Context: an optimization exercise on an open-source flow, tuned for small area, a short achievable clock period and few clock cycles per item. The choices shown serve that exercise and are no tape-out recipe. Function was checked by simulation only, so behaviour that the tests miss may differ from the original. Power and IR drop assume default switching activity.

== raven ==
## func
module func(
	input clk_i,
	input rst_i,
	input start_i,
	input [7:0] a_i,
	input [7:0] b_i,
	input change_mode,
	output [1:0] busy_o,
	output [15:0] y_o
);
For scale: about 55 flip-flops, roughly 38 I/O pins.
==> flow/config.mk <==
export PLATFORM = sky130hd
export DESIGN_NAME = func
export DESIGN_NICKNAME = func
export VERILOG_FILES = /design/flow/design.v
export SDC_FILE = /design/flow/constraint.sdc
export NUM_CORES = 4
export LEC_CHECK = 0
export CAP_MARGIN = 20
export CORE_MARGIN = 2
export CORE_UTILIZATION = 65
export PLACE_DENSITY = 0.75
export SETUP_SLACK_MARGIN = 1.5
export SLEW_MARGIN = 20
export SYNTH_HIERARCHICAL = 1
export SYNTH_MINIMUM_KEEP_SIZE = 0
==> flow/constraint.sdc <==
create_clock -name core_clock -period 5.0 [get_ports {clk_i}]
set_input_delay 1.0000 -clock core_clock [delete_from_list [all_inputs] [get_ports {clk_i}]]
set_output_delay 1.0000 -clock core_clock [all_outputs]
set_load 0.01 [all_outputs]
standard.sh (not shown) runs the stock make flow with config.mk's settings and CLKGATE_MAP_FILE= SYNTH_SCRIPT=/design/flow/synth_recipe.tcl, a recipe that flattens the netlist after the stock synthesis.
==> flow/flow/run.sh <==
#!/bin/bash
# The standard layout (standard.sh), with plain buffers on the ports in
# place of ORFS's delay cells: buf_2 on the outputs (global placement's own
# buffer_ports step), buf_1 on the inputs (added by flow/inbuf.tcl at the start
# of the resize step, after global placement has removed synthesis buffers).
set -euo pipefail
here=$(pwd)
bash standard.sh \
  "BUFFER_PORTS_ARGS=-outputs -buffer_cell sky130_fd_sc_hd__buf_2" \
  "PRE_RESIZE_TCL=$here/flow/inbuf.tcl" \
  finish > "$here/standard_flow.log" 2>&1
==> flow/flow/inbuf.tcl <==
# a buffer on every input port but the clock, as ORFS's buffer_ports does
buffer_ports -inputs -buffer_cell sky130_fd_sc_hd__buf_1
Testbench counts of raven, summed over its fixed seeds: cycles 3,200, items 1,600.
Input changes introduced in tundra (baseline for comparison: raven):
- PLACE_DENSITY changed from 0.75 to 0.65
- CORE_UTILIZATION changed from 65 to 50
==> notes.md <==
raven vs tundra, critical path's slowest cell: sky130_fd_sc_hd__fa_1 vs sky130_fd_sc_hd__edfxtp_1. tundra: full flow OK, the timing, DRC and antenna checks passed. The run showing the smaller total number of cells along the worst setup path is tundra. tundra vs raven: number of setup buffers added after CTS up. Setup slack: higher on tundra. Clock power delta (raven -> tundra): insignificant. | multi-input gate share of total cell area | tundra vs raven | 0.57 points lower |.

---

Setup of run 1:
Starting RTL as in the previous note.
clock: 5.0 ns
lec_check: 0
cap_margin: 20
core_margin: 2
core_utilization: 55
place_density: 0.7
setup_slack_margin: 1.4
slew_margin: 20
synth_hierarchical: 1
synth_minimum_keep_size: 0
Scripts as last shown in full above: flow/flow/run.sh, flow/flow/inbuf.tcl
Run 1: no failed stages, no open violations at the end
Testbench counts of run 1, summed over its fixed seeds: cycles 3,200, items 1,600.
Modified inputs, run 2 compared to run 1
Settings: a change of PLACE_DENSITY from 0.7 to 0.75; a change of SETUP_SLACK_MARGIN from 1.4 to 1.9; a change of CORE_UTILIZATION from 55 to 65.
[summary]
The flow did not stop early for run 2: all stages ran, and the layout cleared the timing, DRC and antenna checks.
Row power attributed to combinational cells: run 2 higher / run 1 lower
sky130_fd_sc_hd__edfxtp_1 as the critical-path cell with the highest stage delay was reported by run 1, and sky130_fd_sc_hd__fa_2 by run 2.
Of run 1 and run 2, the higher number of rows created at floorplan belongs to run 1.
On run 2: y dimension of the die is about 8% lower than what run 1 gave.
Reported for run 1 and run 2, synthesized area turned out identical to the last digit.
Global-route usage ends up higher on run 2.
Run 2 vs run 1, via count of the first global-routing pass went up by 8.8%.
Most common cell after layout, fill and taps aside: sky130_fd_sc_hd__and2_1 -> run 2, sky130_fd_sc_hd__fa_1 -> run 1
Run 2 vs. run 1: wire length on met1 now larger; final HPWL from detailed placement now smaller; area occupied by multi-input gates now larger.
a[1] as the first element of the critical path was reported by run 1, and row1[8] by run 2.
In terms of clock edge transition at the registers on the reported setup and hold paths, run 2 and run 1 differ only marginally.
Edits applied to the flow inputs when going from run 2 to run 3:
Settings: SETUP_SLACK_MARGIN: 1.9 -> 1.5; CORE_UTILIZATION: 65 -> 72; PLACE_DENSITY: 0.75 -> 0.8.
==> comparison <==
Run 3 finished end to end and its layout was clean on timing, DRC and antenna. When run 3 is set beside run 2, its share of the clock period used by the worst path after layout turns out to be 3.1 points larger. Area after synthesis: run 2 vs run 3 identical. Looking at most common cell after layout, fill and taps aside, the sky130_fd_sc_hd__and2_1 result is from run 2; the sky130_fd_sc_hd__fa_1 one comes from run 3. Run 2 → run 3: clock buffer count climbed 2; clock network fraction of design power increased by 4.1 points relative to the old numbers. Higher internal portion of total power goes to run 2 over run 3. For clock-pin slew reported for the worst setup and hold paths after clock tree synthesis, run 2 and run 3 come out practically identical.
For run 4, these inputs were changed with respect to run 3:
Settings: swapping 72 for 65 in CORE_UTILIZATION; swapping 0.8 for 0.75 in PLACE_DENSITY; swapping 1.5 for 1.8 in SETUP_SLACK_MARGIN.
==> flow/run.sh (new file) <==
#!/bin/bash
# synth_recipe.tcl (not shown) runs the flow's synth.tcl, then flattens the netlist and writes it again
# the make line also repeats each setting of config.mk as NAME=value (left out here)
make -C /OpenROAD-flow-scripts/flow DESIGN_CONFIG=/design/flow/config.mk WORK_HOME=/design/flow/orfs CLKGATE_MAP_FILE= SYNTH_SCRIPT=/design/flow/synth_recipe.tcl finish
removed: flow/flow/run.sh
removed: flow/flow/inbuf.tcl
removed: flow/standard.sh
Findings:
No stage failed in run 4, and the final checks on the layout all came back clean. Run 4 vs. run 3: growth of design area from synthesis to finish now larger, die area has increased, clock buffer count in the final layout moved down. Run 3 → run 4: number of standard cells in the final layout excluding fillers went up by about 7%; power went up by 440 uW; final total negative setup slack was more or less identical. Share of the clock period used by the worst path: run 4 vs run 3 down 1.4 points. Compared with run 3, in run 4 post-layout worst setup margin rose by 0.072 ns, fraction of the core area covered by cells at the end of the flow went up by 3.4 points.

---

Another version of the RTL of func (not shown whole).
Size: about 570 cells after synthesis, about 57 flip-flops, about 38 I/O pins, roughly 0.0055 sq mm of cells after synthesis.
Settings: LEC_CHECK=0, CAP_MARGIN=20, CORE_MARGIN=2, CORE_UTILIZATION=65, CTS_BUF_LIST=sky130_fd_sc_hd__clkbuf_8, CTS_CLUSTER_DIAMETER=100, CTS_CLUSTER_SIZE=30, PLACE_DENSITY=0.75, SETUP_SLACK_MARGIN=1.5, SLEW_MARGIN=20, SYNTH_HIERARCHICAL=1, SYNTH_MINIMUM_KEEP_SIZE=0; clock period 5.0 ns.
run.sh (not shown) runs the stock make flow with config.mk's settings and CLKGATE_MAP_FILE= SYNTH_SCRIPT=/design/flow/synth_recipe.tcl, a recipe that flattens the netlist after the stock synthesis.
Stock flow here: none of the scripts above is used.
Testbench counts at the start, summed over its fixed seeds: cycles 3,200, items 1,600.
Edit:
CORE_UTILIZATION = 40   (was 65)
CTS_BUF_LIST = not set   (was sky130_fd_sc_hd__clkbuf_8)
CTS_CLUSTER_DIAMETER = not set   (was 100)
CTS_CLUSTER_SIZE = not set   (was 30)
PLACE_DENSITY = not set   (was 0.75)
SETUP_SLACK_MARGIN = 2.2   (was 1.5)
SYNTH_HIERARCHICAL = not set   (was 1)
SYNTH_MINIMUM_KEEP_SIZE = not set   (was 0)
Worst hold slack improves by 0.057 ns.
Utilization shrinks by 17 points.
Area after synthesis shrinks by 6.0%.
Final area rose by 18%.
Worst setup slack gains 0.15 ns.
Combinational power rises by 17%.
Wire length goes up by 8.0%.
Power grows by 13%.
Global-route usage came out lower by 9.5 points.

---

RTL: one of the versions met above, not the one the previous note started from.
For scale: ~560 cells after synthesis, about 55 flip-flops.
Settings: LEC_CHECK=0, CAP_MARGIN=20, CORE_MARGIN=2, CORE_UTILIZATION=55, PLACE_DENSITY=0.7, SETUP_SLACK_MARGIN=1.5, SLEW_MARGIN=20, SYNTH_HIERARCHICAL=1, SYNTH_MINIMUM_KEEP_SIZE=0; clock period 5.0 ns.
standard.sh (not shown) runs the stock make flow with config.mk's settings and CLKGATE_MAP_FILE= SYNTH_SCRIPT=/design/flow/synth_recipe.tcl, a recipe that flattens the netlist after the stock synthesis.
==> flow/flow/run.sh <==
#!/bin/bash
# The standard layout (standard.sh), with plain buffers on the ports in
# place of ORFS's delay cells: buf_2 on the outputs (global placement's own
# buffer_ports step), buf_1 on the inputs (added by flow/inbuf.tcl at the start
# of the resize step, after global placement has removed synthesis buffers).
set -euo pipefail
here=$(pwd)
bash standard.sh \
  "BUFFER_PORTS_ARGS=-outputs -buffer_cell sky130_fd_sc_hd__buf_2" \
  "PRE_RESIZE_TCL=$here/flow/inbuf.tcl" \
  finish > "$here/standard_flow.log" 2>&1
==> flow/flow/inbuf.tcl <==
# a buffer on every input port but the clock, as ORFS's buffer_ports does
buffer_ports -inputs -buffer_cell sky130_fd_sc_hd__buf_1
Testbench counts at the start, summed over its fixed seeds: cycles 3,200, items 1,600.
Next try:
==> flow/run.sh (new file) <==
#!/bin/bash
# synth_recipe.tcl (not shown) runs the flow's synth.tcl, then flattens the netlist and writes it again
# the make line also repeats each setting of config.mk as NAME=value (left out here)
make -C /OpenROAD-flow-scripts/flow DESIGN_CONFIG=/design/flow/config.mk WORK_HOME=/design/flow/orfs CLKGATE_MAP_FILE= SYNTH_SCRIPT=/design/flow/synth_recipe.tcl finish
Settings changed: CORE_UTILIZATION 55 to 65, PLACE_DENSITY 0.7 to 0.75.
removed: flow/flow/run.sh
removed: flow/flow/inbuf.tcl
removed: flow/standard.sh
What happened: Synthesized area does not change; power grows by 8.4%; clock power hardly moves; utilization grows by 15 points; combinational power grows by about 10%; routed wire length grows by about 7%; count of clock-buffer cells in the layout stays the same; register-to-register slack gains 50 ps; die area shrinks by about 15%; sequential share of layout area shrinks by 1.0 points; setup slack loses 73 ps.
Next try:
==> flow/flow/run.sh (new file) <==
#!/bin/bash
# The standard layout (standard.sh), with plain buffers on the ports in
# place of ORFS's delay cells: buf_4 on the outputs (global placement's own
# buffer_ports step), buf_1 on the inputs (added by flow/inbuf.tcl at the start
# of the resize step, after global placement has removed synthesis buffers).
set -euo pipefail
here=$(pwd)
bash standard.sh \
  "BUFFER_PORTS_ARGS=-outputs -buffer_cell sky130_fd_sc_hd__buf_4" \
  "PRE_RESIZE_TCL=$here/flow/inbuf.tcl" \
  finish > "$here/standard_flow.log" 2>&1
==> flow/flow/inbuf.tcl (new file) <==
# a buffer on every input port but the clock, as ORFS's buffer_ports does
buffer_ports -inputs -buffer_cell sky130_fd_sc_hd__buf_1
==> flow/standard.sh (new file) <==
#!/bin/bash
# synth_recipe.tcl (not shown) runs the flow's synth.tcl, then flattens the netlist and writes it again
# the make line also repeats each setting of config.mk as NAME=value (left out here)
make -C /OpenROAD-flow-scripts/flow DESIGN_CONFIG=/design/flow/config.mk WORK_HOME=/design/flow/orfs CLKGATE_MAP_FILE= SYNTH_SCRIPT=/design/flow/synth_recipe.tcl "${@:-finish}"
removed: flow/run.sh
Effect:
- cell area shrinks by 4.8%
- wire length shrinks by 6.0%
- synthesized area stays the same
- clock power stays flat
- cell count shrinks by 0.59%
- utilization shrinks by 3.5 points
- sequential cell count is unchanged
Next try:
--- a/flow/flow/run.sh
+++ b/flow/flow/run.sh
@@ -3 +3 @@
-# place of ORFS's delay cells: buf_4 on the outputs (global placement's own
+# place of ORFS's delay cells: buf_2 on the outputs (global placement's own
@@ -9 +9 @@
-  "BUFFER_PORTS_ARGS=-outputs -buffer_cell sky130_fd_sc_hd__buf_4" \
+  "BUFFER_PORTS_ARGS=-outputs -buffer_cell sky130_fd_sc_hd__buf_2" \
Settings changed: SETUP_SLACK_MARGIN 1.5 to 1.7.
Sequential cell count stays the same.
Critical path depth rose by 3.
Global-route usage rose by 0.48 points.
Cell count rose by 2.1%.
Final area rose by 3.3%.
Synthesized cell count stays the same.
Via count rose by 4.7%.
Sequential power stays flat.
Power rose by 5.6%.
Core utilization rose by 2.3 points.
Worst setup slack gets better by 84 ps.

---

Setup of v1:
func with an RTL version that a note above also has.
Size in the first run: about 590 cells after synthesis, roughly 57 flip-flops, ~38 I/O pins.
Settings: LEC_CHECK=0, CAP_MARGIN=20, CORE_MARGIN=2, CORE_UTILIZATION=40, SETUP_SLACK_MARGIN=1.5, SLEW_MARGIN=20; clock period 5.0 ns.
run.sh (not shown) runs the stock make flow with config.mk's settings and CLKGATE_MAP_FILE= SYNTH_SCRIPT=/design/flow/synth_recipe.tcl, a recipe that flattens the netlist after the stock synthesis.
Stock flow here: none of the scripts above is used.
v1 reached the final stage; the timing, DRC and antenna checks on its layout passed.
Testbench counts of v1, summed over its fixed seeds: cycles 3,200, items 1,600.
diff inputs: v1 => v14
Settings: CTS_CLUSTER_DIAMETER: unset -> 100; PLACE_DENSITY: unset -> 0.75; CORE_UTILIZATION: 40 -> 65; CTS_CLUSTER_SIZE: unset -> 30; CTS_BUF_LIST: unset -> sky130_fd_sc_hd__clkbuf_8.
### Flow results
v14: all stages complete, timing, DRC and antenna checks passed
Fraction of area in clock buffers and inverters ends up lower on v14.
Proportion of power drawn by flip-flops and latches: v14 vs v1 up 1.2 points
The clock power share of v14 is lower than that of v1.
Delta (v14 minus v1): area growth from synthesis to final layout fell by 2.3 points, sequential share of layout area rose by 0.36 points.
v14 vs v1: iteration-0 DRC count of the detailed router up
Setup slack of the critical path after layout is higher on v14
Comparing v14 and v1, the lower fraction of power consumed by combinational cells is on v1.
Compared to v1, v14 has total power about 2.8% lower.
Input changes introduced in v52 (baseline for comparison: v14):
Settings: a deleted CTS_CLUSTER_DIAMETER that had been 100; a change of SETUP_SLACK_MARGIN from 1.5 to 1.8; a deleted CTS_BUF_LIST that had been sky130_fd_sc_hd__clkbuf_8; a deleted CTS_CLUSTER_SIZE that had been 30.
Results
- Compared with v14, in v52 total track usage rose 3.6 points, post-route standard cell area excluding fillers rose 11%, net switching power rose about 13%.
- The via count in v14 is 0.870 times that in v52.
What v50 does differently from v52 at the input level:
Settings: a change of SETUP_SLACK_MARGIN from 1.8 to 1.5.
[summary]
- v50 was carried through to the last stage, and its layout satisfied the timing, DRC and antenna checks.
- Compared with v52, in v50 share of the final layout cell area in sequential cells higher, multi-input logic portion of the cell area has increased, final hold slack increased by 20 ps relative to the old numbers.
- Looking at final area across both flows, v50 is the stronger of the two, with v52 trailing.
- v52 has lower portion of total power attributed to the clock network than v50.
- Between v52 and v50, sequential standard cell area decreased.
- Global-route usage, v50 and v52: higher on v52
- Between v52 and v50, the cell count went down.
- v50 does better than v52 on wire length.
- Count of flip-flops and latches essentially unchanged between v50 and v52.
- Diff v52 -> v50 | total power | down by a little under 10%

---

RTL: one of the versions met above, not the one the previous note started from.
Size in the first run: roughly 560 cells after synthesis, roughly 55 flip-flops, ~0.0054 mm² of cells after synthesis.
==> flow/config.mk <==
export PLATFORM = sky130hd
export DESIGN_NAME = func
export DESIGN_NICKNAME = func
export VERILOG_FILES = /design/flow/design.v
export SDC_FILE = /design/flow/constraint.sdc
export NUM_CORES = 4
export LEC_CHECK = 0
export CAP_MARGIN = 20
export CORE_MARGIN = 2
export CORE_UTILIZATION = 65
export PLACE_DENSITY = 0.75
export SETUP_SLACK_MARGIN = 1.5
export SLEW_MARGIN = 20
export SYNTH_HIERARCHICAL = 1
export SYNTH_MINIMUM_KEEP_SIZE = 0
==> flow/constraint.sdc <==
create_clock -name core_clock -period 5.0 [get_ports {clk_i}]
set_input_delay 1.0000 -clock core_clock [delete_from_list [all_inputs] [get_ports {clk_i}]]
set_output_delay 1.0000 -clock core_clock [all_outputs]
set_load 0.01 [all_outputs]
standard.sh (not shown) runs the stock make flow with config.mk's settings and CLKGATE_MAP_FILE= SYNTH_SCRIPT=/design/flow/synth_recipe.tcl, a recipe that flattens the netlist after the stock synthesis.
==> flow/flow/run.sh <==
#!/bin/bash
# The standard layout, with plain buffers on the ports: the outputs get
# buf_4 (ORFS would pick a delay cell), the inputs buf_1 (added just before,
# in the global placement step's PRE hook). Everything else is standard.sh.
set -euo pipefail
here=$(pwd)
bash standard.sh \
  "BUFFER_PORTS_ARGS=-outputs -buffer_cell sky130_fd_sc_hd__buf_4" \
  "PRE_GLOBAL_PLACE_TCL=$here/flow/inbuf.tcl" \
  finish > "$here/standard_flow.log" 2>&1
==> flow/flow/inbuf.tcl <==
# a buffer on every input port but the clock, as ORFS's buffer_ports does
buffer_ports -inputs -buffer_cell sky130_fd_sc_hd__buf_1
The starting point completed without violations.
Testbench counts at the start, summed over its fixed seeds: cycles 3,200, items 1,600.
Rerun with:
==> flow/run.sh (new file) <==
#!/bin/bash
# synth_recipe.tcl (not shown) runs the flow's synth.tcl, then flattens the netlist and writes it again
# the make line also repeats each setting of config.mk as NAME=value (left out here)
make -C /OpenROAD-flow-scripts/flow DESIGN_CONFIG=/design/flow/config.mk WORK_HOME=/design/flow/orfs CLKGATE_MAP_FILE= SYNTH_SCRIPT=/design/flow/synth_recipe.tcl finish
SETUP_SLACK_MARGIN = 1.65   (was 1.5)
removed: flow/flow/run.sh
removed: flow/flow/inbuf.tcl
removed: flow/standard.sh
Result:
- combinational power climbs by 22%
- clock-buffer cell count is unchanged
- global-route usage climbs by 2.4 points

re-timing with driven ports:
How much do the figures lean on ideal ports? The routed layouts below were timed once more, with nothing changed but the port constraints.
Step 1: set_driving_cell puts a clkbuf_16 on clk_i and a buf_2 on each other input, an assumption about the parent block.
Step 2 times the ports against the registers' clock, not the clock port: input delays grow and output delays shrink by t, the midpoint of the rising clock arrivals with the driver on.
a / b / c = ideal / step 1 / step 2; a / b = the first two.
run	shift t [ns]	setup slack, ns	worst hold slack (ns)	worst data-port slew with drivers (ns)	cell pins on the clock port's net
raven	0.345	1.563 / 1.534 / 1.688	0.549 / 0.549 / 0.549	0.03	1
tundra	0.346	1.603 / 1.603 / 1.603	0.561 / 0.561 / 0.561	0.03	1
run 1	0.341	1.602 / 1.581 / 1.602	0.535 / 0.535 / 0.535	0.03	1
run 2	0.357	1.760 / 1.730 / 1.815	0.532 / 0.532 / 0.532	0.03	1
run 3	0.333	1.605 / 1.572 / 1.633	0.548 / 0.548 / 0.548	0.03	1
run 4	0.349	1.677 / 1.641 / 1.717	0.533 / 0.533 / 0.533	0.04	1
the first run of note 3	0.371	1.117 / 1.083 / 1.454	0.483 / 0.483 / 0.483	0.03	1
the second run of note 3	0.366	1.272 / 1.234 / 1.600	0.540 / 0.540 / 0.540	0.03	1
the first run of note 4	0.341	1.607 / 1.607 / 1.607	0.535 / 0.535 / 0.535	0.03	1
the second run of note 4	0.353	1.534 / 1.500 / 1.655	0.525 / 0.525 / 0.525	0.03	1
the third run of note 4	0.340	1.601 / 1.569 / 1.608	0.540 / 0.540 / 0.540	0.03	1
the fourth run of note 4	0.351	1.685 / 1.672 / 1.685	0.547 / 0.547 / 0.547	0.03	1
v1	0.372	1.275 / 1.237 / 1.609	0.504 / 0.504 / 0.504	0.03	1
v14	0.371	1.312 / 1.275 / 1.522	0.499 / 0.499 / 0.499	0.04	1
v52	0.389	1.217 / 1.183 / 1.572	0.478 / 0.478 / 0.478	0.04	1
v50	0.371	1.312 / 1.275 / 1.522	0.499 / 0.499 / 0.499	0.04	1
the first run of note 6	0.341	1.663 / 1.634 / 1.720	0.536 / 0.536 / 0.536	0.14	1
the second run of note 6	0.344	1.605 / 1.571 / 1.697	0.532 / 0.532 / 0.532	0.03	1
After both steps every run listed still meets setup and hold.
